Background: an optimization exercise with open tools, aiming at small area. Do not read the settings as production practice. Where RTL was checked, it was by simulation tests only, not by an equivalence proof against the original. Only the layout flow was run in run 2; the RTL was not checked for function there. No driver is modelled on the clock port, so clocking that relies on it looks cheaper here than on a real chip. Power figures rest on the tool's default switching activity, not on a simulated workload.

**flow/flow/run.sh**
```bash
#!/bin/bash
# The standard layout (standard.sh) with these changes:
# - synthesis maps the logic with an area-oriented ABC script
#   (flow/abc_area.script in place of ORFS's abc_speed.script), with no
#   separate adder mapping (ADDER_MAP_FILE empty);
# - port buffers are the smallest buffer cell;
# - the clock tree uses small buffers and no dummy loads;
# - after clock tree synthesis, spare setup slack is traded for smaller
#   cells and clock buffers that drive slow edges are upsized
#   (flow/post_cts.tcl);
# - after global routing, large repair buffers are downsized where no slew
#   or capacitance limit is then violated (flow/post_grt.tcl).
set -euo pipefail
here=$(pwd)
rm -rf "$here/scripts_area"
cp -r "$FLOW_HOME/scripts" "$here/scripts_area"
cp "$here/flow/abc_area.script" "$here/scripts_area/abc_speed.script"
ADDER_MAP_FILE= SCRIPTS_DIR="$here/scripts_area" bash standard.sh synth > synth.log 2>&1
export BUFFER_PORTS_ARGS="-buffer_cell sky130_fd_sc_hd__buf_1"
export CTS_ARGS="-sink_clustering_enable -repair_clock_nets -dont_use_dummy_load -buf_list sky130_fd_sc_hd__clkbuf_4"
export POST_CTS_TCL="$here/flow/post_cts.tcl"
export POST_GLOBAL_ROUTE_TCL="$here/flow/post_grt.tcl"
bash standard.sh > standard.log 2>&1
```
**flow/flow/abc_area.script**
```
&get -n
&st
&dch
&nf -R 1000
&put
```
**flow/flow/post_cts.tcl**
```tcl
# After clock tree synthesis: trade the ample setup slack for smaller cells,
# then upsize the clock buffers whose flip-flop loads would see a slow edge.
estimate_parasitics -placement
repair_timing -recover_power 100 -setup_margin 1.0
set upsized 0
foreach inst [get_cells clkbuf*] {
  if { [get_property $inst ref_name] != "sky130_fd_sc_hd__clkbuf_4" } { continue }
  set net [get_nets -of_objects [get_pins [get_full_name $inst]/X]]
  set worst 0
  foreach p [get_pins -of_objects $net -filter "direction == input"] {
    foreach prop {slew_max_rise slew_max_fall} {
      set s [get_property $p $prop]
      if { $s > $worst } { set worst $s }
    }
  }
  if { $worst > 0.127 } {
    puts "post_cts: upsizing [get_full_name $inst] (worst load slew $worst ns)"
    replace_cell $inst sky130_fd_sc_hd__clkbuf_8
    incr upsized
  }
}
detailed_placement
check_placement -verbose
estimate_parasitics -placement
```
**flow/flow/post_grt.tcl**
```tcl
# After global routing and its repairs: try smaller sizes for the large
# signal buffers the repairs inserted, keeping a size only if no slew or
# capacitance limit is then violated.
proc my_violations {} {
  return [expr {[sta::max_slew_violation_count] + [sta::max_capacitance_violation_count]}]
}
estimate_parasitics -global_routing
set base [my_violations]
foreach inst [get_cells *] {
  set ref [get_property $inst ref_name]
  if { ![regexp {^sky130_fd_sc_hd__(buf|bufbuf)_(6|8|12|16)$} $ref] } { continue }
  set name [get_full_name $inst]
  if { [string match clk* $name] } { continue }
  foreach smaller {sky130_fd_sc_hd__buf_2 sky130_fd_sc_hd__buf_4} {
    replace_cell $inst $smaller
    estimate_parasitics -global_routing
    if { [my_violations] <= $base } {
      puts "post_grt: $name $ref -> $smaller"
      break
    }
    replace_cell $inst $ref
    estimate_parasitics -global_routing
  }
}
```
**flow/standard.sh**
```bash
#!/bin/bash
# synth_recipe.tcl (not shown) runs the flow's synth.tcl, then flattens the netlist and writes it again
# the make line also repeats each setting of config.mk as NAME=value (left out here)
make -C /OpenROAD-flow-scripts/flow DESIGN_CONFIG=/design/flow/config.mk WORK_HOME=/design/flow/orfs CLKGATE_MAP_FILE= SYNTH_SCRIPT=/design/flow/synth_recipe.tcl "${@:-finish}"
```
**flow/config.mk**
```make
export PLATFORM = sky130hd
export DESIGN_NAME = top
export DESIGN_NICKNAME = top
export VERILOG_FILES = /design/flow/design.v
export SDC_FILE = /design/flow/constraint.sdc
export NUM_CORES = 4
export LEC_CHECK = 0
export CAP_MARGIN = 20
export CORE_MARGIN = 2
export CORE_UTILIZATION = 70
export SLEW_MARGIN = 20
```
**flow/constraint.sdc**
```tcl
create_clock -name core_clock -period 10.0 [get_ports {clk}]
set_input_delay 2.0000 -clock core_clock [delete_from_list [all_inputs] [get_ports {clk}]]
set_output_delay 2.0000 -clock core_clock [all_outputs]
set_load 0.01 [all_outputs]
```
**flow/design.v**
```verilog
module top(
    input  logic        clk,
    input  logic        SW,          
    input  logic [63:0] pattern,     
    output logic        _48b         
);
    logic reset;
    assign reset = ~SW;
    logic [63:0] ra, ry;             
    logic [5:0]  d;                  
    logic        tpar;               
    logic        pol;
    logic        F;                  
    logic        idle;               
    logic        fresh;              
    logic        inpass;             
    assign fresh  = F & ~idle;
    assign inpass = F & idle;
    logic [9:1]  L;                  
    logic [7:0]  R0;                 
    logic        CB;                 
    assign pol = ~tpar;
    logic ld;
    assign ld = reset & F;
    logic a0, a1, a7, a8, a9, a15;
    assign a0  = ra[0]  ^ pol;
    assign a1  = ra[1]  ^ pol;
    assign a7  = ra[7]  ^ pol;
    assign a8  = ra[8]  ^ pol;
    assign a9  = ra[9]  ^ pol;
    assign a15 = ra[15] ^ pol;
    logic h_alive;                   
    logic t1, t7, t8, t9, t15;       
    assign h_alive = a0  & (ry[0]  | fresh);
    assign t1      = a1  & ry[1];
    assign t7      = a7  & ry[7];
    assign t8      = a8  & ry[8];
    assign t9      = a9  & ry[9];
    assign t15     = a15 & ry[15];
    logic c0, c7, r0, r7;
    assign c0 = (d[2:0] == 3'd0);
    assign c7 = (d[2:0] == 3'd7);
    assign r0 = (d[5:3] == 3'd0);
    assign r7 = (d[5:3] == 3'd7);
    logic cl1, cl2, cr1, cr2, cm;
    assign cl1 = c0 ? t7 : L[9];
    assign cl2 = r7 ? R0[0] : (c0 ? t15 : t7);
    assign cr1 = c7 ? CB : t1;
    assign cr2 = r7 ? R0[6] : (c7 ? t1 : t9);
    assign cm  = r7 ? R0[7] : t8;
    logic u0, u1, b0, b1, s0, s1, z0, z1, one;
    assign {u1, u0} = L[1] + cl1 + cl2;
    assign {b1, b0} = L[7] + cr1 + cr2;
    assign {s1, s0} = L[8] + cm;
    assign {z1, z0} = u0 + b0 + s0;
    assign one = ((z1 ^ u1) & ~(b1 | s1)) | ((b1 ^ s1) & ~(z1 | u1));
    logic h_dead1, h_dead2, new_alive, new_a, new_y;
    assign h_dead1   = ~a0 & ry[0];
    assign h_dead2   = a0 & ~ry[0];
    assign new_alive = one & (z0 | h_alive);
    assign new_a     = new_alive | h_dead1;
    assign new_y     = new_alive | h_alive;
    always_ff @(posedge clk) begin
        for (int k = 0; k < 63; k++)
            ra[k] <= ~((ld | ra[k+1]) & (SW | pattern[k]));
        ra[63] <= ~((ld | (inpass ? new_a ^ pol : ra[0])) & (SW | pattern[63]));
        ry <= {inpass ? new_y : fresh ? a0 : ry[0], ry[63:1]};
        L  <= {L[8:1], h_alive};
        R0 <= {R0[6:0], r0 ? h_alive : R0[7]};
    end
    logic [2:0] m;
    logic       sh, sd;
    logic [4:0] w;
    logic [2:0] blk;
    logic       N;
    logic mend, we, wlast, slot_end, half_end, frame_end, idle_end, enter_gap;
    assign mend      = m[2] & ~m[1];
    assign we        = mend & ~sh & ~sd;
    assign idle      = ~(blk[2] & blk[1]);
    assign wlast     = we & (w == 5'd31);
    assign slot_end  = wlast & ~idle;
    assign half_end  = wlast & (d[4:0] == 5'd0);
    assign frame_end = slot_end & half_end & blk[0];
    assign idle_end  = wlast & blk[2] & ~blk[1];
    assign enter_gap = (slot_end & ~frame_end) | idle_end;
    logic restart;
    assign restart = idle_end | reset;
    always_ff @(posedge clk) begin
        m <= reset ? 3'b011 : enter_gap ? 3'b110 : {m[1], m[0], ~(m[2] | m[1])};
        if (reset) begin
            sh <= 1'b0; sd <= 1'b0;
        end else if (mend) begin
            sh <= ~sh & ~sd & ~enter_gap;
            sd <= sh;
        end
        w <= (reset | enter_gap) ? 5'd7 : w + {4'd0, we};
        blk <= restart ? 3'd6 : blk + {2'd0, (wlast & idle) | half_end};
        d <= reset ? 6'd63 : d + {5'd0, ~enter_gap};
        tpar <= ~(reset | tpar);
    end
    always_ff @(posedge clk) begin
        if (reset) begin
            F <= 1'b1;
        end else if (idle) begin
            if (d == 6'd63) F <= (blk == 3'd0) & (w[4:2] == 3'b001);
        end else if (wlast) F <= 1'b0;
    end
    logic n_in;
    always_comb begin
        case (w[4:3])
            2'd1: n_in = h_dead2;        
            2'd2: n_in = h_dead1;        
            2'd3: n_in = t1;             
            default: n_in = h_alive;     
        endcase
    end
    always_ff @(posedge clk) begin
        if (d == 6'd63) N <= n_in;
        if (inpass) begin
            if (c0) CB <= L[8];
        end else if (we && w[2:0] == 3'd7) CB <= N;
    end
    assign _48b = ~idle & (sh | (sd & CB));
endmodule
```
==> results of run 1 <==
==> routing by layer <==
layer / up-vias / routed length [µm] / track usage (%)
li1: 1493 / - / -
met1: 1365 / 3556 / 30.58
met2: 81 / 3755 / 36.36
met3: 8 / 483 / 10.72
met4: 0 / 92 / 7.648
met5: - / 0 / 0
==> cell usage after synthesis (2+ instances only) <==
cell type  number
nor2b_1         3
and2_0          4
clkinv_1        6
a31oi_1         4
edfxtp_1        2
xor2_1          2
a21oi_1        12
dfxtp_1       166
nor2_1         16
nand3_1         8
and3_1          3
nor3_1          8
nand2_1        22
o21ai_0        15
o22ai_1        64
xnor2_1        22
==> stage by stage <==
step / util [%] / setup slack (ns) / hold slack (ns)
2_1_floorplan: - / 5.559 / 0.3096
3_3_place_gp: 78.20 / 6.538 / 0.3101
3_5_place_dp: 78.20 / 6.477 / 0.3121
6_report: 80.42 / 6.613 / 0.2878
==> state kept, by name, indices dropped and copies added (netlist names) <==
signal,flops
ra,64
ry,64
L,9
R0,8
d,6
w,5
blk,3
m,3
CB,1
F,1
N,1
sd,1
sh,1
tpar,1
==> final cells by class <==
class | instances | share of cell area [%]
repair buffers | 68 | 5.200
flip-flops and latches | 168 | 66.63
clock buffers | 17 | 2.760
inverters | 6 | 0.4436
multi-input cells | 196 | 23.07
well taps | 77 | 1.897
==> cell families after synthesis <==
logic type / Yosys count
xor+xnor: 24
flops: 168
fa+ha+maj: 1
compound gates: 102
mux: 1
buf+inv: 6
simple gates: 68
==> power by group <==
group / total, µW / internal, µW / switching, µW
combinational: 158 / 74.1 / 83.8
clock: 263 / 87.9 / 175
sequential: 777 / 746 / 30.2
==> worst paths after layout <==
check | from | endpoint | slack, ns | cells after the start
hold reg to reg | ry[62]$_DFF_P_ | ry[61]$_DFF_P_ | 0.29 | 0
setup reg to reg | m[1]$_SDFF_PP1_ | d[5]$_SDFF_PN1_ | 6.90 | 13
setup / recovery | SW | ra[63]$_DFF_P_ | 6.61 | 7
hold / removal | ry[62]$_DFF_P_ | ry[61]$_DFF_P_ | 0.29 | 0
==> impl_metrics.py, run 1 <==
metrics = {
    "cells_and_area": {
        "nFillCells": 407,
        "syn_to_final_growth_pct": 11.12,
        "drive_above_1_share_pct": 4.615,
        "nets": 523,
        "final-seq-area_um2": 3383,
        "final_cell_mix": "dfxtp_1, buf_1, o22ai_1, nand2_1, xnor2_1",
        "final_common_cell": "dfxtp_1",
        "fin_area_um2": 5077,
        "diodes": 0,
        "final_cells": 532,
        "multi_input_area_um2": 1171,
    },
    "worst_setup_path": {
        "crit_family": "buffers and inverters",
        "worstPathRequired_ns": 10.23,
        "critical-path-slowest-cell": "clkbuf_4",
        "path_max_fanout": 80,
        "arrival_ns": 3.62,
        "crit_buf_inv": 3,
        "critPathLaunchType": "input pin",
        "path_class": "in -> reg",
        "end_kind": "register",
        "worstPathCellList": "clkbuf_2 -> clkbuf_4 -> nor2_4 -> clkbuf_4 -> a21oi_1 -> o21ai_0 -> o21ai_0",
        "cpPeakStageDelay_ns": 0.58,
    },
    "die": {
        "dieWidth_um": 84.80,
        "rows": 29,
        "dieArea_um2": 7190,
        "die_y_um": 84.80,
        "boundaryPins": 67,
        "start_util_pct": 72.37,
        "core-area_um2": 6314,
    },
    "pwr": {
        "p_leak_uw": 0.001928,
        "ir_drop_uv": 220.7,
        "powerDensity_nw_per_um2": 235.8,
        "p_total_uw": 1197,
    },
    "placement": {
        "portBuffers": 66,
        "gp_congestion": 0.8250,
        "place_inst": 515,
        "hpwl_mm": 5.383,
        "place_area_um2": 4937,
    },
    "route": {
        "avgRoutedWirePerCell_um": 14.83,
        "via_count": 2947,
        "drt_iter0_markers": 152,
        "wl_mm": 7.888,
        "drc": 0,
        "drt_pass1_iterations": 4,
        "ant_nets": 0,
        "via_per_inst": 5.539,
    },
    "global_route": {
        "grt_remaining_overflow": 0,
        "antenna_found_initial": 0,
        "grt_pass1_wl_mm": 12.97,
        "grt_pass1_vias": 2817,
        "grt_max_degree": 81,
        "grt_use_total_pct": 23.80,
    },
    "synth": {
        "ys_seq_area_share_pct": 74.04,
        "synth-simple-area-share_pct": 6.846,
        "synthMuxAreaShare_pct": 0.2464,
        "synth_top_family_by_area": "compound AO/OA/AOI/OAI gates",
        "synth_adder_area_share_pct": 0.2191,
        "synth_compound_area_share_pct": 13.55,
        "syn_inst": 370,
        "yosysTopAreaCell": "dfxtp_1",
        "synth_fp_nets": 436,
        "ys.flop_type": "dfxtp_1",
        "netlist_top_cells_area": "dfxtp_1, o22ai_1, xnor2_1",
        "async_reset_ff_share_pct": 0,
        "netlist_area_um2": 4569,
        "synth_xor_area_share_pct": 4.600,
        "synth-seq-cells": 168,
        "synth_edf_count": 2,
        "synth_warnings": 1,
        "syn_area_per_cell_um2": 12.35,
        "synth_top_area_share_pct": 72.73,
        "synth_cell_types": 29,
    },
    "clock_tree": {
        "clk_latency_ns": 0.41,
        "cts_tree": "done",
        "clkSinkCount": 168,
        "path_clk_slew_ns": 0.11,
    },
    "sta": {
        "setup-tns-final_ns": 0,
        "slew_headroom_pct": 47.08,
        "setup_viol": 0,
        "worst_slew_pin_slew_ns": 0.7938,
        "drv_slew": 0,
        "skew_ns": 0.04580,
        "period_minus_slack_ns": 3.387,
        "period_share_pct": 33.87,
        "max_freq_mhz": 295.3,
        "hold_viol": 0,
    },
    "run_status": {
        "outcome": "timing/DRC/antenna clean",
    },
    "min_path": {
        "hold_path_class": "reg -> reg",
    },
    "flow_run": {
        "max_cap_viol_count": 0,
    },
}
==> run 2: changes to the inputs <==
--- a/flow/design.v
+++ b/flow/design.v
@@ -17,5 +17,6 @@
     assign fresh  = F & ~idle;
     assign inpass = F & idle;
-    logic [9:1]  L;                  
+    logic [8:1]  L;                  
+    logic        N;                  
     logic [7:0]  R0;                 
     logic        CB;                 
@@ -44,5 +45,5 @@
     assign r7 = (d[5:3] == 3'd7);
     logic cl1, cl2, cr1, cr2, cm;
-    assign cl1 = c0 ? t7 : L[9];
+    assign cl1 = c0 ? t7 : N;
     assign cl2 = r7 ? R0[0] : (c0 ? t15 : t7);
     assign cr1 = c7 ? CB : t1;
@@ -66,5 +67,5 @@
         ra[63] <= ~((ld | (inpass ? new_a ^ pol : ra[0])) & (SW | pattern[63]));
         ry <= {inpass ? new_y : fresh ? a0 : ry[0], ry[63:1]};
-        L  <= {L[8:1], h_alive};
+        L  <= {L[7:1], h_alive};
         R0 <= {R0[6:0], r0 ? h_alive : R0[7]};
     end
@@ -73,5 +74,4 @@
     logic [4:0] w;
     logic [2:0] blk;
-    logic       N;
     logic mend, we, wlast, slot_end, half_end, frame_end, idle_end, enter_gap;
     assign mend      = m[2] & ~m[1];
@@ -116,5 +116,6 @@
     end
     always_ff @(posedge clk) begin
-        if (d == 6'd63) N <= n_in;
+        if (inpass) N <= L[8];
+        else if (d == 6'd63) N <= n_in;
         if (inpass) begin
             if (c0) CB <= L[8];
==> impl_metrics.py, run 2 <==
metrics = {
    "global_route": {
        "grt_use_met2_pct": 35.58,
        "grt_remaining_overflow": 0,
        "grt_max_degree": 81,
        "grt_pass1_wl_mm": 12.90,
        "grt_pass1_vias": 2873,
        "grt_use_met3_pct": 8.658,
        "antenna_found_initial": 0,
        "grt.met1_usage_pct": 30.23,
        "gr-max-usage-layer": "met2",
        "grt_use_total_pct": 23.19,
    },
    "route": {
        "drt_pass1_iterations": 4,
        "wl_mm": 7.754,
        "drt_iter0_markers": 171,
        "avgRoutedWirePerCell_um": 14.41,
        "drc": 0,
        "via_per_inst": 5.487,
        "via_count": 2952,
        "ant_nets": 0,
    },
    "sta": {
        "worst_slew_pin_slew_ns": 0.8144,
        "max_freq_mhz": 298.1,
        "hold_viol": 0,
        "slew_headroom_pct": 45.70,
        "period_minus_slack_ns": 3.354,
        "drv_slew": 0,
        "setup-tns-final_ns": 0,
        "period_share_pct": 33.54,
        "setup_viol": 0,
        "skew_ns": 0.03946,
    },
    "synth": {
        "synth-seq-cells": 167,
        "ys_seq_area_share_pct": 73.04,
        "netlist_area_um2": 4604,
        "synth_cell_types": 30,
        "ys_top_cells_by_count": "dfxtp_1, o22ai_1, nand2_1",
        "ys.flop_type": "dfxtp_1",
        "synth_edf_count": 2,
        "netlist_top_cells_area": "dfxtp_1, o22ai_1, xnor2_1",
        "synth.most_common_cell": "dfxtp_1",
        "syn_inst": 376,
        "syn_area_per_cell_um2": 12.25,
        "yosysTopAreaCell": "dfxtp_1",
        "synth_warnings": 1,
        "async_reset_ff_share_pct": 0,
        "synth_fp_nets": 442,
        "synth_top_area_share_pct": 71.74,
    },
    "worst_setup_path": {
        "path_class": "in -> reg",
        "critPathLaunchType": "input pin",
        "path_max_fanout": 80,
        "worstPathRequired_ns": 10.23,
        "end_kind": "register",
        "arrival_ns": 3.58,
    },
    "placement": {
        "portBuffers": 66,
        "place_inst": 521,
        "place_area_um2": 4972,
        "gp_congestion": 0.8158,
        "hpwl_mm": 5.207,
    },
    "die": {
        "dieWidth_um": 85.11,
        "rows": 29,
        "die_y_um": 85.11,
        "boundaryPins": 67,
        "start_util_pct": 72.51,
        "core-area_um2": 6350,
        "dieArea_um2": 7243,
    },
    "cells_and_area": {
        "nets": 529,
        "diodes": 0,
        "drive_above_1_share_pct": 4.555,
        "finalCoreUtilization_pct": 80.61,
        "nFillCells": 418,
        "final_cells": 538,
        "fin_area_um2": 5119,
        "syn_to_final_growth_pct": 11.17,
        "final_common_cell": "dfxtp_1",
        "final_cell_mix": "dfxtp_1, buf_1, o22ai_1, nand2_1, xnor2_1",
        "top_regs": "ra (64), ry (64)",
    },
    "clock_tree": {
        "cts_tree": "done",
        "clk_latency_ns": 0.42,
        "clkSinkCount": 167,
        "path_clk_slew_ns": 0.12,
    },
    "flow_run": {
        "max_cap_viol_count": 0,
    },
    "pwr": {
        "powerDensity_nw_per_um2": 234.0,
        "ir_drop_uv": 228.2,
        "p_leak_uw": 0.001988,
    },
    "min_path": {
        "hold_path_class": "reg -> reg",
    },
    "run_status": {
        "outcome": "timing/DRC/antenna clean",
    },
}
==> run 2: cell count changes after synthesis, moves of 2 or more <==
cell      before  now
a21o_1         1    3
nor2_1        16   13
o21ai_0       15   12
o311ai_0       0    2
nand3_1        8    6
xor2_1         2    9
and4_1         0    2
xnor2_1       22   18
nand2_1       22   30
a21oi_1       12   10
==> run 2: path summary, 6_finish.rpt <==
kind,start,endpoint,slack (ns),cells after the start
worst min register to register,ry[63]$_DFF_P_,ry[62]$_DFF_P_,0.31,0
worst max-delay path,SW,ra[51]$_DFF_P_,6.65,5
worst max register to register,tpar$_DFF_P_,ra[63]$_DFF_P_,6.75,15
worst min-delay path,ry[63]$_DFF_P_,ry[62]$_DFF_P_,0.31,0
==> run 2: power by group <==
| part | leakage (µW) | internal, µW | switching, µW | total (µW) |
|---|---|---|---|---|
| Combinational | 0.000504 | 72.9 | 85.8 | 159 |
| Clock | 0.0000860 | 92.1 | 176 | 268 |
| Sequential | 0.00140 | 741 | 30.1 | 771 |
==> run 2: cell type report <==
class                      count  area [µm²]  area share (%)
inverter                       7       26.28          0.5133
clock buffer                  17       146.4           2.860
timing repair buffer          68       264.0           5.158
multi-input combinational    202        1222           23.88
tap                           77       96.34           1.882
sequential                   167        3363           65.71
==> run 2: routing by layer <==
| metal | vias up | routed length, µm | part of all wire (%) |
|---|---|---|---|
| met1 | 1350 | 3603 | 46 |
| li1 | 1515 | - | - |
| met4 | 0 | 111 | 1.4 |
| met5 | - | 0 | 0 |
| met2 | 77 | 3550 | 46 |
| met3 | 10 | 488 | 6.3 |
==> run 2: metrics by stage <==
stage | setup WS, ns | power (µW) | hold WS, ns
3_5_place_dp | 6.448 | 943.3 | 0.3121
6_report | 6.646 | 1198 | 0.3079
3_3_place_gp | 6.500 | 933.6 | 0.3102
2_1_floorplan | 5.416 | 894.6 | 0.3096
==> run 2: cells by family after synthesis <==
| group | Yosys count | share of synthesized area [%] |
|---|---|---|
| AOI/OAI and AO/OA | 100 | 13.56 |
| and+or+nand+nor | 74 | 7.473 |
| DFF | 167 | 73.04 |
| adders and majority gates | 1 | 0.2174 |
| buffers and inverters | 7 | 0.5708 |
| xor gates and xnor gates | 27 | 5.136 |
==> run 2: worst max-delay path: stages <==
cell and delay, ns:
clkbuf_2 0.08, clkbuf_4 0.48, nor2b_4 0.21, clkbuf_4 0.56, o22ai_1 0.19
==> run 3: changes to the inputs <==
--- a/flow/design.v
+++ b/flow/design.v
@@ -11,17 +11,12 @@
     logic        tpar;               
     logic        pol;
-    logic        F;                  
-    logic        idle;               
-    logic        fresh;              
+    logic        fresh;
     logic        inpass;             
-    assign fresh  = F & ~idle;
-    assign inpass = F & idle;
-    logic [8:1]  L;                  
-    logic        N;                  
+    logic [9:1]  L;                  
+    logic        E;                  
     logic [7:0]  R0;                 
-    logic        CB;                 
     assign pol = ~tpar;
     logic ld;
-    assign ld = reset & F;
+    assign ld = reset & fresh;
     logic a0, a1, a7, a8, a9, a15;
     assign a0  = ra[0]  ^ pol;
@@ -34,9 +29,9 @@
     logic t1, t7, t8, t9, t15;       
     assign h_alive = a0  & (ry[0]  | fresh);
-    assign t1      = a1  & ry[1];
-    assign t7      = a7  & ry[7];
-    assign t8      = a8  & ry[8];
-    assign t9      = a9  & ry[9];
-    assign t15     = a15 & ry[15];
+    assign t1      = a1  & (ry[1]  | fresh);
+    assign t7      = a7  & (ry[7]  | fresh);
+    assign t8      = a8  & (ry[8]  | fresh);
+    assign t9      = a9  & (ry[9]  | fresh);
+    assign t15     = a15 & (ry[15] | fresh);
     logic c0, c7, r0, r7;
     assign c0 = (d[2:0] == 3'd0);
@@ -45,7 +40,7 @@
     assign r7 = (d[5:3] == 3'd7);
     logic cl1, cl2, cr1, cr2, cm;
-    assign cl1 = c0 ? t7 : N;
+    assign cl1 = c0 ? t7 : L[9];
     assign cl2 = r7 ? R0[0] : (c0 ? t15 : t7);
-    assign cr1 = c7 ? CB : t1;
+    assign cr1 = c7 ? E : t1;
     assign cr2 = r7 ? R0[6] : (c7 ? t1 : t9);
     assign cm  = r7 ? R0[7] : t8;
@@ -57,6 +52,6 @@
     assign one = ((z1 ^ u1) & ~(b1 | s1)) | ((b1 ^ s1) & ~(z1 | u1));
     logic h_dead1, h_dead2, new_alive, new_a, new_y;
-    assign h_dead1   = ~a0 & ry[0];
-    assign h_dead2   = a0 & ~ry[0];
+    assign h_dead1   = ~a0 & ry[0] & ~fresh;
+    assign h_dead2   = a0 & ~ry[0] & ~fresh;
     assign new_alive = one & (z0 | h_alive);
     assign new_a     = new_alive | h_dead1;
@@ -66,6 +61,7 @@
             ra[k] <= ~((ld | ra[k+1]) & (SW | pattern[k]));
         ra[63] <= ~((ld | (inpass ? new_a ^ pol : ra[0])) & (SW | pattern[63]));
-        ry <= {inpass ? new_y : fresh ? a0 : ry[0], ry[63:1]};
-        L  <= {L[7:1], h_alive};
+        ry <= {inpass ? new_y : ry[0], ry[63:1]};
+        L  <= {L[8:1], h_alive};
+        if (c0) E <= L[8];
         R0 <= {R0[6:0], r0 ? h_alive : R0[7]};
     end
@@ -73,5 +69,7 @@
     logic       sh, sd;
     logic [4:0] w;
+    logic       idle;                
     logic [2:0] blk;
+    logic       N, CB;
     logic mend, we, wlast, slot_end, half_end, frame_end, idle_end, enter_gap;
     assign mend      = m[2] & ~m[1];
@@ -101,8 +99,9 @@
     always_ff @(posedge clk) begin
         if (reset) begin
-            F <= 1'b1;
-        end else if (idle) begin
-            if (d == 6'd63) F <= (blk == 3'd0) & (w[4:2] == 3'b001);
-        end else if (wlast) F <= 1'b0;
+            inpass <= 1'b0; fresh <= 1'b1;
+        end else if (d == 6'd63) begin
+            inpass <= (blk == 3'd0) & (w[4:2] == 3'b001);
+            if (inpass) fresh <= 1'b0;
+        end
     end
     logic n_in;
@@ -116,9 +115,6 @@
     end
     always_ff @(posedge clk) begin
-        if (inpass) N <= L[8];
-        else if (d == 6'd63) N <= n_in;
-        if (inpass) begin
-            if (c0) CB <= L[8];
-        end else if (we && w[2:0] == 3'd7) CB <= N;
+        if (d == 6'd63) N <= n_in;
+        if (we && w[2:0] == 3'd7) CB <= N;
     end
     assign _48b = ~idle & (sh | (sd & CB));
==> flow/flow/run.sh (replaced) <==
#!/bin/bash
# Standard layout, with the port buffers made of the smallest buffer cell,
# a clock tree of small buffers without dummy loads, and the clock buffers
# that drive slow edges upsized after clock tree synthesis.
set -euo pipefail
here=$(pwd)
export BUFFER_PORTS_ARGS="-buffer_cell sky130_fd_sc_hd__buf_1"
export CTS_ARGS="-sink_clustering_enable -repair_clock_nets -dont_use_dummy_load -buf_list sky130_fd_sc_hd__clkbuf_2"
export POST_CTS_TCL="$here/flow/post_cts.tcl"
export POST_GLOBAL_ROUTE_TCL="$here/flow/post_grt.tcl"
bash standard.sh > standard.log 2>&1
==> flow/flow/post_cts.tcl (replaced) <==
# After clock tree synthesis: trade the ample setup slack for smaller cells,
# then upsize, one size at a time, the clock buffers whose flip-flop loads
# would see a slow clock edge.
estimate_parasitics -placement
repair_timing -recover_power 100 -setup_margin 1.0
proc my_worst_load_slew { inst } {
  set net [get_nets -of_objects [get_pins [get_full_name $inst]/X]]
  set worst 0
  foreach p [get_pins -of_objects $net -filter "direction == input"] {
    foreach prop {slew_max_rise slew_max_fall} {
      set s [get_property $p $prop]
      if { $s > $worst } { set worst $s }
    }
  }
  return $worst
}
set sizes {sky130_fd_sc_hd__clkbuf_1 sky130_fd_sc_hd__clkbuf_2 sky130_fd_sc_hd__clkbuf_4 sky130_fd_sc_hd__clkbuf_8 sky130_fd_sc_hd__clkbuf_16}
for {set pass 0} {$pass < 4} {incr pass} {
  set changed 0
  foreach inst [get_cells clkbuf*] {
    set ref [get_property $inst ref_name]
    set i [lsearch $sizes $ref]
    if { $i < 0 || $i >= [llength $sizes] - 1 } { continue }
    if { [my_worst_load_slew $inst] > 0.122 } {
      set to [lindex $sizes [expr {$i + 1}]]
      puts "post_cts: [get_full_name $inst] $ref -> $to"
      replace_cell $inst $to
      incr changed
    }
  }
  if { $changed == 0 } { break }
  estimate_parasitics -placement
}
detailed_placement
check_placement -verbose
estimate_parasitics -placement
--- a/flow/config.mk
+++ b/flow/config.mk
@@ -8,4 +8,4 @@
 export CAP_MARGIN = 20
 export CORE_MARGIN = 2
-export CORE_UTILIZATION = 70
+export CORE_UTILIZATION = 40
 export SLEW_MARGIN = 20
removed: flow/flow/abc_area.script
==> impl_metrics.py, run 3 <==
metrics = {
    "run_status": {
        "outcome": "timing/DRC/antenna clean",
    },
    "sta": {
        "period_share_pct": 41.40,
        "hold_ws_ns": 0.3143,
        "skew_ns": 0.02828,
        "slew_headroom_pct": 41.74,
        "max_freq_mhz": 241.5,
        "period_minus_slack_ns": 4.140,
        "setup-tns-final_ns": 0,
        "drv_slew": 0,
        "hold_viol": 0,
        "setup_viol": 0,
        "worst_slew_pin_slew_ns": 0.8673,
    },
    "clock_tree": {
        "cts_tree": "done",
        "path_clk_slew_ns": 0.11,
        "clkSinkCount": 170,
        "clk_latency_ns": 0.36,
    },
    "synth": {
        "ys_seq_area_share_pct": 70.59,
        "ys_top_cells_by_count": "dfxtp_1, o22ai_1, nor2_1",
        "ys.flop_type": "dfxtp_1",
        "synth_cell_types": 50,
        "synth_warnings": 1,
        "synth_edf_count": 3,
        "yosysTopAreaCell": "dfxtp_1",
        "synth_fp_nets": 467,
        "synth.most_common_cell": "dfxtp_1",
        "synth_top_area_share_pct": 68.74,
        "netlist_area_um2": 4863,
        "netlist_top_cells_area": "dfxtp_1, o22ai_1, ha_1",
        "syn_area_per_cell_um2": 12.50,
        "syn_inst": 389,
        "synth-seq-cells": 170,
        "async_reset_ff_share_pct": 0,
    },
    "cells_and_area": {
        "final-seq-area_um2": 3433,
        "multi_input_area_um2": 1282,
        "nFillCells": 1119,
        "top_regs": "ra (64), ry (64), L (9)",
        "diodes": 0,
        "syn_to_final_growth_pct": 10.21,
        "nets": 538,
        "final_common_cell": "dfxtp_1",
        "finalCoreUtilization_pct": 44.81,
        "final_cell_mix": "dfxtp_1, o22ai_1, buf_1, nor2_1, clkbuf_4",
        "drive_above_1_share_pct": 6.114,
        "fin_area_um2": 5360,
    },
    "route": {
        "wl_mm": 8.466,
        "drt_pass1_iterations": 4,
        "via_count": 2945,
        "via_per_inst": 4.868,
        "avgRoutedWirePerCell_um": 13.99,
        "drc": 0,
        "drt_iter0_markers": 90,
        "ant_nets": 0,
    },
    "placement": {
        "portBuffers": 66,
        "place_area_um2": 5239,
        "gp_congestion": 0.7896,
        "hpwl_mm": 5.671,
    },
    "die": {
        "die_y_um": 114.3,
        "core-area_um2": 11960,
        "dieWidth_um": 114.3,
        "boundaryPins": 67,
        "rows": 40,
        "start_util_pct": 40.66,
        "dieArea_um2": 13060,
    },
    "global_route": {
        "grt_pass1_vias": 3038,
        "grt_use_total_pct": 14.61,
        "grt_max_degree": 83,
        "antenna_found_initial": 0,
        "grt_remaining_overflow": 0,
        "grt_pass1_wl_mm": 14.41,
    },
    "worst_setup_path": {
        "critPathLaunchType": "input pin",
        "critical-path-slowest-cell": "clkbuf_2",
        "path_class": "in -> reg",
        "worstPathCellList": "clkbuf_2 -> clkbuf_4 -> buf_2 -> nor2b_2 -> buf_2 -> clkbuf_2 -> o22ai_1",
        "worstPathRequired_ns": 10.20,
        "cpPeakStageDelay_ns": 0.70,
        "end_kind": "register",
        "path_max_fanout": 43,
        "arrival_ns": 4.34,
    },
    "min_path": {
        "hold_path_class": "reg -> reg",
    },
    "pwr": {
        "powerDensity_nw_per_um2": 219.4,
        "ir_drop_uv": 117.7,
        "p_leak_uw": 0.002044,
    },
    "flow_run": {
        "max_cap_viol_count": 0,
    },
}
run 3: changes by cell type in the layout (fill, tap and decap cells not counted), sizes merged, moves of 4 or more:
| cell | delta |
|---|---|
| inv | +10 |
| clkinv | -7 |
| or2 | +5 |
| a21oi | -4 |
| nor2 | +7 |
| nand2 | -19 |
| ha | +9 |
| nor3 | -7 |
| xnor2 | -12 |
run 3: path summary, 6_finish.rpt:
kind                        start              to  slack [ns]  depth (start not counted)
setup / recovery               SW   ra[7]$_DFF_P_        5.86                          7
hold / removal     ry[35]$_DFF_P_  ry[34]$_DFF_P_        0.31                          0
setup reg to reg  d[1]$_SDFF_PN1_  ra[63]$_DFF_P_        6.34                         10
hold reg to reg    ry[35]$_DFF_P_  ry[34]$_DFF_P_        0.31                          0
run 3: worst max-delay path: cells and delay by family:
kind | cells | cell delay (ns)
and+or+nand+nor | 1 | 0.25
AOI/OAI and AO/OA | 1 | 0.20
buffers and inverters | 5 | 1.86
run 3: logic make-up (layout without fill, tap and decap cells):
group,Yosys count,in the layout,share of synthesized area (%)
AO/OA/AOI/OAI,97,97,12.79
XOR/XNOR,13,13,2.341
adder cells (fa/ha/maj),12,12,3.550
buffers and inverters,28,97,2.418
flip-flops,170,170,70.59
multiplexers,3,3,0.6432
AND/OR/NAND/NOR,66,66,7.667
run 3: final cells by class:
class                   count  share of cell area (%)
clock buffers              17                   2.824
multi-input cells         191                   23.93
repair buffers             70                   5.065
inverters                  10                  0.7003
flip-flops and latches    170                   64.05
well taps                 147                   3.431
run 3: per-stage QoR:
step,setup slack (ns),total power (µW),instances
finish,5.860,1176,605
floorplan,6.790,870.0,389
global placement,6.318,906.4,586
detailed placement,6.253,912.7,586
run 3: power breakdown:
group	internal, µW	switching, µW
logic	66.5	82.9
registers	725	22.0
clock network	97.5	183
run 3: per-layer routing:
metal	routed length [µm]	track usage, %	part of all wire [%]
met3	419	5.929	4.9
met1	4191	18.52	50
met4	235	7.724	2.8
met2	3619	21.39	43
met5	0	0	0
==> run 4: changes to the inputs <==
==> flow/design.v (replaced) <==
module top(
    input  logic        clk,
    input  logic        SW,          
    input  logic [63:0] pattern,     
    output logic        _48b         
);
    logic reset;
    assign reset = ~SW;
    logic [63:0] ra, ry;             
    logic [5:0]  q;                  
    logic        fresh;
    logic        inpass;             
    logic [15:1] L;                  
    logic [7:0]  R0;                 
    function automatic logic alive(input logic a, input logic y, input logic f);
        alive = a & (y | f);
    endfunction
    logic h_alive;                   
    logic t1, t7, t8, t9, t15;       
    assign h_alive = alive(ra[0],  ry[0],  fresh);
    assign t1      = alive(ra[1],  ry[1],  fresh);
    assign t7      = alive(ra[7],  ry[7],  fresh);
    assign t8      = alive(ra[8],  ry[8],  fresh);
    assign t9      = alive(ra[9],  ry[9],  fresh);
    assign t15     = alive(ra[15], ry[15], fresh);
    logic c0, c7, r0, r7;
    assign c0 = (q[2:0] == 3'd0);
    assign c7 = (q[2:0] == 3'd7);
    assign r0 = (q[5:3] == 3'd0);
    assign r7 = (q[5:3] == 3'd7);
    logic nul, nu, nur, nl, nr, ndl, nd, ndr;
    assign nul = c0 ? L[1]  : L[9];
    assign nu  = L[8];
    assign nur = c7 ? L[15] : L[7];
    assign nl  = c0 ? t7    : L[1];
    assign nr  = c7 ? L[7]  : t1;
    assign ndl = r7 ? R0[0] : (c0 ? t15 : t7);
    assign nd  = r7 ? R0[7] : t8;
    assign ndr = r7 ? R0[6] : (c7 ? t1 : t9);
    logic [3:0] n;
    assign n = nul + nu + nur + nl + nr + ndl + nd + ndr;
    logic h_dead1, h_dead2, new_alive, new_a, new_y;
    assign h_dead1   = ~ra[0] & ry[0] & ~fresh;
    assign h_dead2   = ra[0] & ~ry[0] & ~fresh;
    assign new_alive = (n[3:1] == 3'b001) & (n[0] | h_alive);
    assign new_a     = new_alive | h_dead1;
    assign new_y     = new_alive | h_alive;
    always_ff @(posedge clk) begin
        ra <= reset ? pattern : {inpass ? new_a : ra[0], ra[63:1]};
        ry <= {inpass ? new_y : ry[0], ry[63:1]};
        L  <= {L[14:1], h_alive};
        R0 <= {R0[6:0], (inpass & r0) ? h_alive : R0[7]};
        if (reset) q <= 6'd0; else q <= q + 6'd1;
    end
    logic [2:0] m5;
    logic [1:0] s3;
    logic [4:0] w;
    logic [5:0] p;
    logic       idle;
    logic       N, CB;
    logic we, last_win, idle_end, enter_gap, enter_idle, p_zero;
    assign we         = (s3 == 2'd2) & (m5 == 3'd4);
    assign last_win   = ~idle & (w == 5'd23);
    assign idle_end   = idle & (w == 5'd31) & (p == 6'd4);
    assign enter_idle = we & last_win & (p == 6'd63);
    assign enter_gap  = we & ((last_win & (p != 6'd63)) | idle_end);
    assign p_zero     = (p == 6'd0);
    always_ff @(posedge clk) begin
        if (reset) begin
            m5 <= 3'd4; s3 <= 2'd2; w <= 5'd31; p <= 6'd4; idle <= 1'b1;
        end else begin
            m5 <= enter_gap ? 3'd3 : (m5 == 3'd4) ? 3'd0 : m5 + 3'd1;
            if (m5 == 3'd4 && !enter_gap) s3 <= (s3 == 2'd2) ? 2'd0 : s3 + 2'd1;
            if (we) w <= enter_gap ? 5'd31 : enter_idle ? 5'd0 : w + 5'd1;
            if (we && idle_end) p <= 6'd0;
            else if (we && (last_win || (idle && w == 5'd31))) p <= p + 6'd1;
            if (enter_idle) idle <= 1'b1;
            else if (we && idle_end) idle <= 1'b0;
        end
    end
    always_ff @(posedge clk) begin
        if (reset) begin
            inpass <= 1'b0; fresh <= 1'b1;
        end else begin
            if (q == 6'd63) inpass <= idle & p_zero & (w[4:2] == 3'b001);
            if (inpass && q == 6'd63) fresh <= 1'b0;
        end
    end
    logic n_in;
    always_comb begin
        if (idle) n_in = h_alive;
        else case (w[4:3])
            2'd0: n_in = h_dead2;                      
            2'd1: n_in = h_dead1;                       
            2'd2: n_in = t1;                          
            default: n_in = h_alive;
        endcase
    end
    always_ff @(posedge clk) begin
        if (reset) N <= pattern[0];
        else if (q == p && (!idle || p_zero)) N <= n_in;
        if (we && w[2:0] == 3'd7) CB <= N;
    end
    assign _48b = ~idle & ((s3 == 2'd0) | ((s3 == 2'd1) & CB));
endmodule
==> flow/run.sh (new file) <==
#!/bin/bash
# synth_recipe.tcl (not shown) runs the flow's synth.tcl, then flattens the netlist and writes it again
# the make line also repeats each setting of config.mk as NAME=value (left out here)
make -C /OpenROAD-flow-scripts/flow DESIGN_CONFIG=/design/flow/config.mk WORK_HOME=/design/flow/orfs CLKGATE_MAP_FILE= SYNTH_SCRIPT=/design/flow/synth_recipe.tcl finish
removed: flow/flow/run.sh
removed: flow/flow/post_cts.tcl
removed: flow/flow/post_grt.tcl
removed: flow/standard.sh
==> impl_metrics.py, run 4 <==
metrics = {
    "run_status": {
        "outcome": "timing/DRC/antenna clean",
    },
    "flow_run": {
        "max_cap_viol_count": 0,
    },
    "sta": {
        "period_minus_slack_ns": 4.080,
        "setup_viol": 0,
        "max_freq_mhz": 245.1,
        "drv_slew": 0,
        "rsz0062_at_grt": "false",
        "worst_slew_pin_slew_ns": 0.5774,
        "skew_ns": 0.006241,
        "hold_viol": 0,
        "slew_headroom_pct": 61.10,
        "period_share_pct": 40.80,
        "setup-tns-final_ns": 0,
    },
    "synth": {
        "netlist_area_um2": 5687,
        "ys_seq_area_share_pct": 63.01,
        "ys.flop_type": "dfxtp_1",
        "syn_area_per_cell_um2": 12.55,
        "synth_top_area_share_pct": 61.96,
        "syn_inst": 453,
        "synth-seq-cells": 178,
        "synth_warnings": 1,
        "synth_fp_nets": 536,
        "ys_top_cells_by_count": "dfxtp_1, mux2_2, nand2_1, o21ai_0, inv_1",
        "yosysTopAreaCell": "dfxtp_1",
        "synth_edf_count": 2,
        "synth.most_common_cell": "dfxtp_1",
        "netlist_top_cells_area": "dfxtp_1, mux2_2, ha_1",
        "synth_cell_types": 49,
        "async_reset_ff_share_pct": 0,
    },
    "pwr": {
        "combPwrFrac_pct": 17.8,
        "clkPwrFrac_pct": 35.9,
        "p_int_uw": 1270,
        "p_total_uw": 1750,
        "p_leak_uw": 0.002777,
        "powerDensity_nw_per_um2": 247.5,
        "p_seq_share_pct": 46.3,
        "ir_drop_uv": 105.3,
        "switching_share_pct": 27.39,
        "p_sw_uw": 479.2,
    },
    "clock_tree": {
        "clk_latency_ns": 0.42,
        "clockBufferDepth": 2,
        "cts_tree": "done",
        "cts_resized": 0,
        "hold_buffers": 0,
        "clkSinkCount": 178,
        "path_clk_slew_ns": 0.07,
        "cts-root-buf": "clkbuf_16",
        "cts_buffers": 17,
        "htreeDepth": 4,
        "post_cts_buffers": 0,
    },
    "worst_setup_path": {
        "arrival_ns": 4.37,
        "path_max_fanout": 6,
        "path_class": "reg -> reg",
        "critPathLaunchType": "register",
        "end_kind": "register",
        "worstPathRequired_ns": 10.29,
    },
    "placement": {
        "portBuffers": 66,
        "gp_congestion": 0.7905,
        "hpwl_mm": 6.634,
    },
    "die": {
        "boundaryPins": 67,
        "start_util_pct": 40.97,
        "rows": 43,
        "die_y_um": 123.2,
        "dieWidth_um": 123.2,
        "core-area_um2": 13880,
        "dieArea_um2": 15190,
    },
    "route": {
        "avgRoutedWirePerCell_um": 13.50,
        "drc": 0,
        "via_per_inst": 4.806,
        "ant_nets": 0,
        "drt_pass1_iterations": 4,
        "drt_iter0_markers": 197,
        "via_count": 3436,
        "wl_mm": 9.653,
    },
    "global_route": {
        "grt_use_total_pct": 14.21,
        "grt_remaining_overflow": 0,
        "antenna_found_initial": 0,
        "grt_pass1_vias": 3450,
        "grt_pass1_wl_mm": 16.42,
        "grt_max_degree": 48,
    },
    "cells_and_area": {
        "final_common_cell": "dfxtp_1",
        "drive_above_1_share_pct": 18.88,
        "final_cell_mix": "dfxtp_1, mux2_2, clkdlybuf4s50_1, o21ai_0, nand2_1",
        "nets": 605,
        "top_regs": "ra (64), ry (64), L (15)",
        "syn_to_final_growth_pct": 24.33,
        "diodes": 0,
    },
    "min_path": {
        "hold_path_class": "reg -> reg",
    },
}
-- run 4: cell count changes after synthesis, moves of 8 or more --
cell,change
nand2_1,+8
dfxtp_1,+9
clkbuf_1,+8
o22ai_1,-64
buf_2,-9
o21ai_0,+12
mux2_2,+64
nor2_1,-12
a21oi_1,+8
-- run 4: path summary, 6_finish.rpt --
| path | startpoint | endpoint | cells past startpoint | slack, ns |
|---|---|---|---|---|
| max reg2reg | q[0]$_SDFF_PN0_ | ra[63]$_DFF_P_ | 16 | 5.92 |
| max | q[0]$_SDFF_PN0_ | ra[63]$_DFF_P_ | 16 | 5.92 |
| min reg2reg | R0[4]$_DFF_P_ | R0[5]$_DFF_P_ | 0 | 0.32 |
| min | R0[4]$_DFF_P_ | R0[5]$_DFF_P_ | 0 | 0.32 |
-- run 4: cell type report --
type,count,area (µm²)
inverters,15,56.30
repair buffers,67,665.6
fillers,1242,6810
well taps,180,225.2
clock buffers,19,442.9
flip-flops and latches,178,3583
clock inverters,13,122.6
multi-input cells,243,1974
-- run 4: logic make-up (layout without fill, tap and decap cells) --
group | count (synthesis) | after routing | synth area share, %
AO/OA/AOI/OAI | 60 | 60 | 6.535
adder cells (fa/ha/maj) | 17 | 17 | 4.269
XOR/XNOR | 8 | 8 | 1.232
multiplexers | 69 | 69 | 13.58
flip-flops | 178 | 178 | 63.01
buffers and inverters | 32 | 114 | 2.266
AND/OR/NAND/NOR | 89 | 89 | 9.109
-- run 4: power groups by stage --
stage                     clock, µW  sequential (µW)  combinational (µW)
after floorplan                   0              809                 242
after global placement            0              824                 298
after detailed placement          0              827                 311
after CTS                       647              812                 314
after global routing            675              819                 356
final                           628              811                 311
-- run 4: through the flow --
stage / utilization, % / hold WS (ns) / cells / cell area (µm²) / setup WS [ns]
after floorplan: - / 0.3096 / 453 / 5687 / 6.233
after global placement: 46.86 / 0.3105 / 683 / 6505 / 6.128
after detailed placement: 46.86 / 0.3121 / 683 / 6505 / 5.945
after CTS: 50.94 / 0.3268 / 715 / 7071 / 5.916
after global routing: 50.94 / 0.3306 / 715 / 7071 / 5.597
final: 50.94 / 0.3226 / 715 / 7071 / 5.920
-- run 4: metal layers --
| metal | track usage [%] | up-vias | wire length (µm) |
|---|---|---|---|
| met1 | 18.27 | 1615 | 4537 |
| li1 | - | 1717 | - |
| met2 | 21.05 | 89 | 4338 |
| met4 | 6.818 | 0 | 182 |
| met3 | 5.351 | 15 | 594 |
| met5 | 0 | - | 0 |
-- run 4: critical path, cell delays in order, from the launching register on --
cell,delay [ns]
dfxtp_1,0.42
inv_1,0.08
ha_1,0.20
nand2b_1,0.20
mux2i_1,0.14
fa_1,0.52
inv_1,0.06
fa_1,0.52
inv_1,0.05
fa_1,0.53
inv_1,0.04
ha_1,0.22
fa_1,0.51
nand4bb_1,0.15
nand2_1,0.06
o221ai_1,0.15
nand3_1,0.10

separate check: timing with driven ports:
No port has a modelled driver above. Below, the same layouts with a new extraction and two added sets of constraints.
Step 1 assumes that a clkbuf_16 drives the clock port and a buf_2 every other input.
Step 2 also shifts input and output timing later by t, the mid clock arrival at the registers, as if the neighbouring blocks saw the same clock.
Slacks: ideal / step 1 / step 2; pairs: ideal / step 1.
| run | t, ns | setup WS [ns] | hold WS [ns] | worst setup path at the end | latest minus earliest clock arrival (ns) |
|---|---|---|---|---|---|
| run 1 | 0.414 | 6.613 / 6.623 / 6.209 | 0.288 / 0.288 / 0.288 | input to register | 0.052 / 0.052 |
| run 2 | 0.428 | 6.646 / 6.654 / 6.226 | 0.308 / 0.308 / 0.308 | input to register | 0.040 / 0.040 |
| run 3 | 0.387 | 5.860 / 5.877 / 5.490 | 0.314 / 0.314 / 0.314 | input to register | 0.029 / 0.028 |
| run 4 | 0.455 | 5.920 / 5.920 / 5.920 | 0.323 / 0.323 / 0.323 | register to register | 0.007 / 0.008 |
After both steps every run listed still meets setup and hold. For run 2, which loses most, drivers alone change the setup slack by +0.008 ns; drivers and shift together by -0.420 ns.
